Background: an optimization exercise with open tools, aiming at small area and a short achievable clock period. Do not read the settings as production practice. RTL that was checked went through simulation tests only; none was proved equivalent to the original. Power figures rest on the tool's default switching activity, not on a simulated workload.

// lru
module lru #(
  parameter NUM_WAYS = 32
)(
  input   logic                         clk,
  input   logic                         reset,
  input   logic                         ls_valid_i,
  input   logic [1:0]                   ls_op_i,
  input   logic [$clog2(NUM_WAYS)-1:0]  ls_way_i,
  output  logic                         lru_valid_o,
  output  logic [NUM_WAYS-1:0]          lru_way_o
);
  localparam W = $clog2(NUM_WAYS);
  logic ld, st, inv, act;
  assign ld  = ls_valid_i & ~ls_op_i[1] &  ls_op_i[0];
  assign st  = ls_valid_i &  ls_op_i[1] & ~ls_op_i[0];
  assign inv = ls_valid_i &  ls_op_i[1] &  ls_op_i[0];
  assign act = ls_valid_i & (ls_op_i[1] ^ ls_op_i[0]);
  logic [NUM_WAYS-1:0] valid_q;    
  logic [W-1:0]        slot_q [NUM_WAYS];
  logic [NUM_WAYS:0]   all_below;
  logic [NUM_WAYS-1:0] first_free;
  logic                full;
  logic [W-1:0]        ff_idx;
  logic [W-1:0]        lru_idx;
  logic [NUM_WAYS-1:0] choice;
  always_comb begin
    for (int i = 0; i <= NUM_WAYS; i++) begin
      all_below[i] = 1'b1;
  ...
Size: ~930 cells after synthesis, about 0.010 mm^2 of cells after synthesis.
==> flow/config.mk <==
export PLATFORM = sky130hd
export DESIGN_NAME = lru
export DESIGN_NICKNAME = lru
export VERILOG_FILES = /design/flow/design.v
export SDC_FILE = /design/flow/constraint.sdc
export NUM_CORES = 4
export LEC_CHECK = 0
export CAP_MARGIN = 20
export CORE_MARGIN = 2
export CORE_UTILIZATION = 30
export SETUP_SLACK_MARGIN = 0.5
export SLEW_MARGIN = 20
==> flow/constraint.sdc <==
create_clock -name core_clock -period 7.5 [get_ports {clk}]
set_input_delay 1.5000 -clock core_clock [delete_from_list [all_inputs] [get_ports {clk}]]
set_output_delay 1.5000 -clock core_clock [all_outputs]
set_load 0.01 [all_outputs]
run.sh (not shown) runs the stock make flow with config.mk's settings and CLKGATE_MAP_FILE= SYNTH_SCRIPT=/design/flow/synth_recipe.tcl, a recipe that flattens the netlist after the stock synthesis.
Rerun with:
- SETUP_SLACK_MARGIN: 0.5 -> 4.0
Outcome: The changed run completed without violations. Cell count increases by 13%. Design area rises by 25%. Wire length came out higher by 18%.
No functional check of the RTL was part of any run of this note.

========
Another version of the RTL of lru (not shown whole).
Size: roughly 780 cells after synthesis, ~0.010 mm2 of cells after synthesis.
export LEC_CHECK = 0
export CAP_MARGIN = 20
export CORE_MARGIN = 2
export CORE_UTILIZATION = 30
export SETUP_SLACK_MARGIN = 3.9
export SLEW_MARGIN = 20
export SYNTH_HIERARCHICAL = 1
export SYNTH_MINIMUM_KEEP_SIZE = 0
create_clock -name core_clock -period 7.5 [get_ports {clk}]
The first run produced a clean layout.
Then changed:
--- a/flow/config.mk
+++ b/flow/config.mk
@@ -11 +11 @@
-export SETUP_SLACK_MARGIN = 3.9
+export SETUP_SLACK_MARGIN = 0.5
The new run completed with no timing, DRC or antenna violations.
Final area decreases by 18%.
Synthesized area does not change.
Wire length went down by 20%.
Die area is unchanged.
Critical path depth rises by 6.
Worst setup slack is worse by 1600 ps.
Global-route usage goes down by 2.1 points.
Sequential power barely changes.
Clock-buffer cell count stays the same.
Worst hold slack is about the same.
Clock power stays flat.
Function was not checked in any run of this note: the RTL went through the layout flow alone.

========
Another version of the RTL of lru (not shown whole).
Size in the first run: roughly 760 cells after synthesis, ~200 flip-flops, roughly 43 I/O pins, ~0.0095 sq mm of cells after synthesis.
clock: 7.5 ns
lec_check: 0
cap_margin: 20
core_margin: 2
core_utilization: 30
cts_buf_list: sky130_fd_sc_hd__clkbuf_8
setup_slack_margin: 3.3
slew_margin: 20
synth_hierarchical: 1
synth_minimum_keep_size: 0
standard.sh (not shown) runs the stock make flow with config.mk's settings and CLKGATE_MAP_FILE= SYNTH_SCRIPT=/design/flow/synth_recipe.tcl, a recipe that flattens the netlist after the stock synthesis.
==> flow/flow/run.sh <==
#!/bin/bash
# Standard layout (standard.sh), with slow many-input cells (or4, nor4, or3,
# nor3, a2111, ...) kept out of synthesis and repair in addition to the
# platform's own don't-use list. dont_use.txt holds the platform's list
# followed by the added cells; extra_vars.txt holds further ORFS make
# variables. standard.sh's make output goes to standard.log.
set -euo pipefail
here=$(cd "$(dirname "$0")" && pwd)
cells=$(tr '\n' ' ' < "$here/dont_use.txt")
read -r -a extra < "$here/extra_vars.txt" || true
bash standard.sh "DONT_USE_CELLS=$cells" "${extra[@]}" finish > standard.log 2>&1
Other scripts of this flow, unchanged in this note and not shown: flow/flow/dont_use.txt, flow/flow/extra_vars.txt
==> next run, changes <==
==> flow/flow/run.sh (replaced) <==
#!/bin/bash
# Standard layout (standard.sh), with slow many-input cells (or4, nor4, or3,
# nor3, a2111, ...) kept out of synthesis and repair in addition to the
# platform's own don't-use list. dont_use.txt holds the platform's list
# followed by the added cells; extra_vars.txt holds further ORFS make
# variables. Synthesis runs my_synth.tcl: the standard flow's synthesis script with ABC
# run by abc_nobuf.script. standard.sh's make output goes to standard.log.
set -euo pipefail
here=$(cd "$(dirname "$0")" && pwd)
cells=$(tr '\n' ' ' < "$here/dont_use.txt")
read -r -a extra < "$here/extra_vars.txt" || true
bash standard.sh "DONT_USE_CELLS=$cells" "SYNTH_SCRIPT=$here/my_synth.tcl" "${extra[@]}" finish > standard.log 2>&1
==> flow/flow/abc_nobuf.script (new file) <==
&get -n
&st
&dch
&nf
&st
&syn2
&if -g -K 6
&synch2
&nf
&st
&syn2
&if -g -K 6
&synch2
&nf
&st
&syn2
&if -g -K 6
&synch2
&nf
&st
&syn2
&if -g -K 6
&synch2
&nf
&st
&syn2
&if -g -K 6
&synch2
&nf
&put
topo
stime -c
==> flow/flow/my_synth.tcl (new file) <==
# The standard flow's synthesis script, with ABC run by a script of our own: the speed
# script without ABC's own buffering and gate sizing (OpenROAD sizes and
# buffers later).
set ::my_abc_script [file join [file dirname [info script]] abc_nobuf.script]
trace add variable ::abc_args write {apply {{n1 n2 op} {
  set i [lsearch -exact $::abc_args -script]
  if {$i >= 0 && [lindex $::abc_args [expr {$i+1}]] ne $::my_abc_script} {
    lset ::abc_args [expr {$i+1}] $::my_abc_script
  }
}}}
proc synth {args} { yosys synth -nofsm -noshare {*}$args }
source $::env(SCRIPTS_DIR)/synth.tcl
# left out here: clear keep_hierarchy, flatten, clean up, hide names made inside functions, write 1_2_yosys.v
--- a/flow/config.mk
+++ b/flow/config.mk
@@ -8,7 +8,7 @@
 export CAP_MARGIN = 20
 export CORE_MARGIN = 2
-export CORE_UTILIZATION = 30
+export CORE_UTILIZATION = 45
 export CTS_BUF_LIST = sky130_fd_sc_hd__clkbuf_8
-export SETUP_SLACK_MARGIN = 3.3
+export SETUP_SLACK_MARGIN = 3.7
 export SLEW_MARGIN = 20
 export SYNTH_HIERARCHICAL = 1
The new run went through all stages and came out clean.
Sequential power is about the same.
Worst hold slack barely changes.
Clock-buffer cell count increases by 2.
First-iteration DRC count came out lower by 31%.
Die area decreases by 36%.
Sequential cell count does not change.
Setup slack improves by 0.31 ns.
==> next run, changes <==
==> flow/flow/run.sh (replaced) <==
#!/bin/bash
# Standard layout (standard.sh), with slow many-input cells (or4, nor4, or3,
# nor3, a2111, ...) kept out of synthesis and repair in addition to the
# platform's own don't-use list. dont_use.txt holds the platform's list
# followed by the added cells; extra_vars.txt holds further ORFS make
# variables. standard.sh's make output goes to standard.log.
set -euo pipefail
here=$(cd "$(dirname "$0")" && pwd)
cells=$(tr '\n' ' ' < "$here/dont_use.txt")
read -r -a extra < "$here/extra_vars.txt" || true
bash standard.sh "DONT_USE_CELLS=$cells" "${extra[@]}" finish > standard.log 2>&1
--- a/flow/config.mk
+++ b/flow/config.mk
@@ -8,7 +8,6 @@
 export CAP_MARGIN = 20
 export CORE_MARGIN = 2
-export CORE_UTILIZATION = 45
-export CTS_BUF_LIST = sky130_fd_sc_hd__clkbuf_8
-export SETUP_SLACK_MARGIN = 3.7
+export CORE_UTILIZATION = 30
+export SETUP_SLACK_MARGIN = 3.9
 export SLEW_MARGIN = 20
 export SYNTH_HIERARCHICAL = 1
removed: flow/flow/abc_nobuf.script
removed: flow/flow/my_synth.tcl
Result: Sequential power is about the same. Wire length rises by 7.3%. Clock power rises by 22%. Synthesized cell count rises by 5.2%. Core utilization falls by 18 points. Clock-buffer cell count rises by 2. Die area rises by 55%. Via count rises by 2.2%. Power rises by 7.8%. Cell count rises by 14%. Synthesized area rises by 4.7%.
==> next run, changes <==
--- a/flow/config.mk
+++ b/flow/config.mk
@@ -9,5 +9,6 @@
 export CORE_MARGIN = 2
 export CORE_UTILIZATION = 30
-export SETUP_SLACK_MARGIN = 3.9
+export CTS_BUF_LIST = sky130_fd_sc_hd__clkbuf_8
+export SETUP_SLACK_MARGIN = 3.45
 export SLEW_MARGIN = 20
 export SYNTH_HIERARCHICAL = 1
Result:
- hold slack hardly moves
- clock-buffer cell count is lower by 4
- synthesized cell count stays the same
- flip-flop and latch count is unchanged
- non-clock buffer count is lower by 70
- via count is lower by a little under a tenth
==> next run, changes <==
--- a/flow/config.mk
+++ b/flow/config.mk
@@ -10,5 +10,5 @@
 export CORE_UTILIZATION = 30
 export CTS_BUF_LIST = sky130_fd_sc_hd__clkbuf_8
-export SETUP_SLACK_MARGIN = 3.45
+export SETUP_SLACK_MARGIN = 3.8
 export SLEW_MARGIN = 20
 export SYNTH_HIERARCHICAL = 1
Effect: Global-route usage went up by 1.3 points; die area is unchanged; critical path depth does not change; sequential power stays flat; setup slack is better by 0.30 ns; power increases slightly; fmax rises by a little under a tenth; area after synthesis stays the same; clock power falls by roughly a tenth; routed wire length goes up by roughly a tenth.

-- what the ideal ports hide --
How much do the figures lean on ideal ports? The routed layouts below were timed once more, with nothing changed but the port constraints.
Step 1, drivers: a clkbuf_16 drives clk and a buf_2 each remaining input, both assumed.
Step 2 times the ports against the registers' clock, not the clock port: input delays grow and output delays shrink by t, the midpoint of the rising clock arrivals with the driver on.
a / b / c = ideal ports / drivers / drivers and shift; a / b = the first two.
run | t, ns | slack for setup (ns) | worst setup path at the end | slew at the worst register clock pin (ns) | pins driven straight from the clock port
the first run of note 1 | 0.495 | 0.763 / 0.738 / 0.684 | input to register | 0.09 / 0.09 | 1
the second run of note 1 | 0.487 | 2.967 / 2.905 / 2.527 | input to register | 0.08 / 0.08 | 1
the first run of note 2 | 0.486 | 2.906 / 2.859 / 2.607 | input to register | 0.09 / 0.09 | 1
the second run of note 2 | 0.483 | 1.336 / 1.336 / 1.336 | register to register | 0.08 / 0.08 | 1
the first run of note 3 | 0.502 | 3.391 / 3.369 / 2.935 | input to register | 0.11 / 0.11 | 1
the second run of note 3 | 0.496 | 3.699 / 3.597 / 3.217 | input to register | 0.10 / 0.10 | 1
the third run of note 3 | 0.481 | 3.713 / 3.652 / 3.319 | input to register | 0.07 / 0.07 | 1
the fourth run of note 3 | 0.508 | 3.471 / 3.449 / 3.075 | input to register | 0.11 / 0.11 | 1
the fifth run of note 3 | 0.517 | 3.772 / 3.676 / 3.279 | input to register | 0.11 / 0.11 | 1
After both steps every run listed still meets setup and hold. For the fifth run of note 3, which loses most, drivers alone change the setup slack by -0.096 ns; drivers and shift together by -0.493 ns.
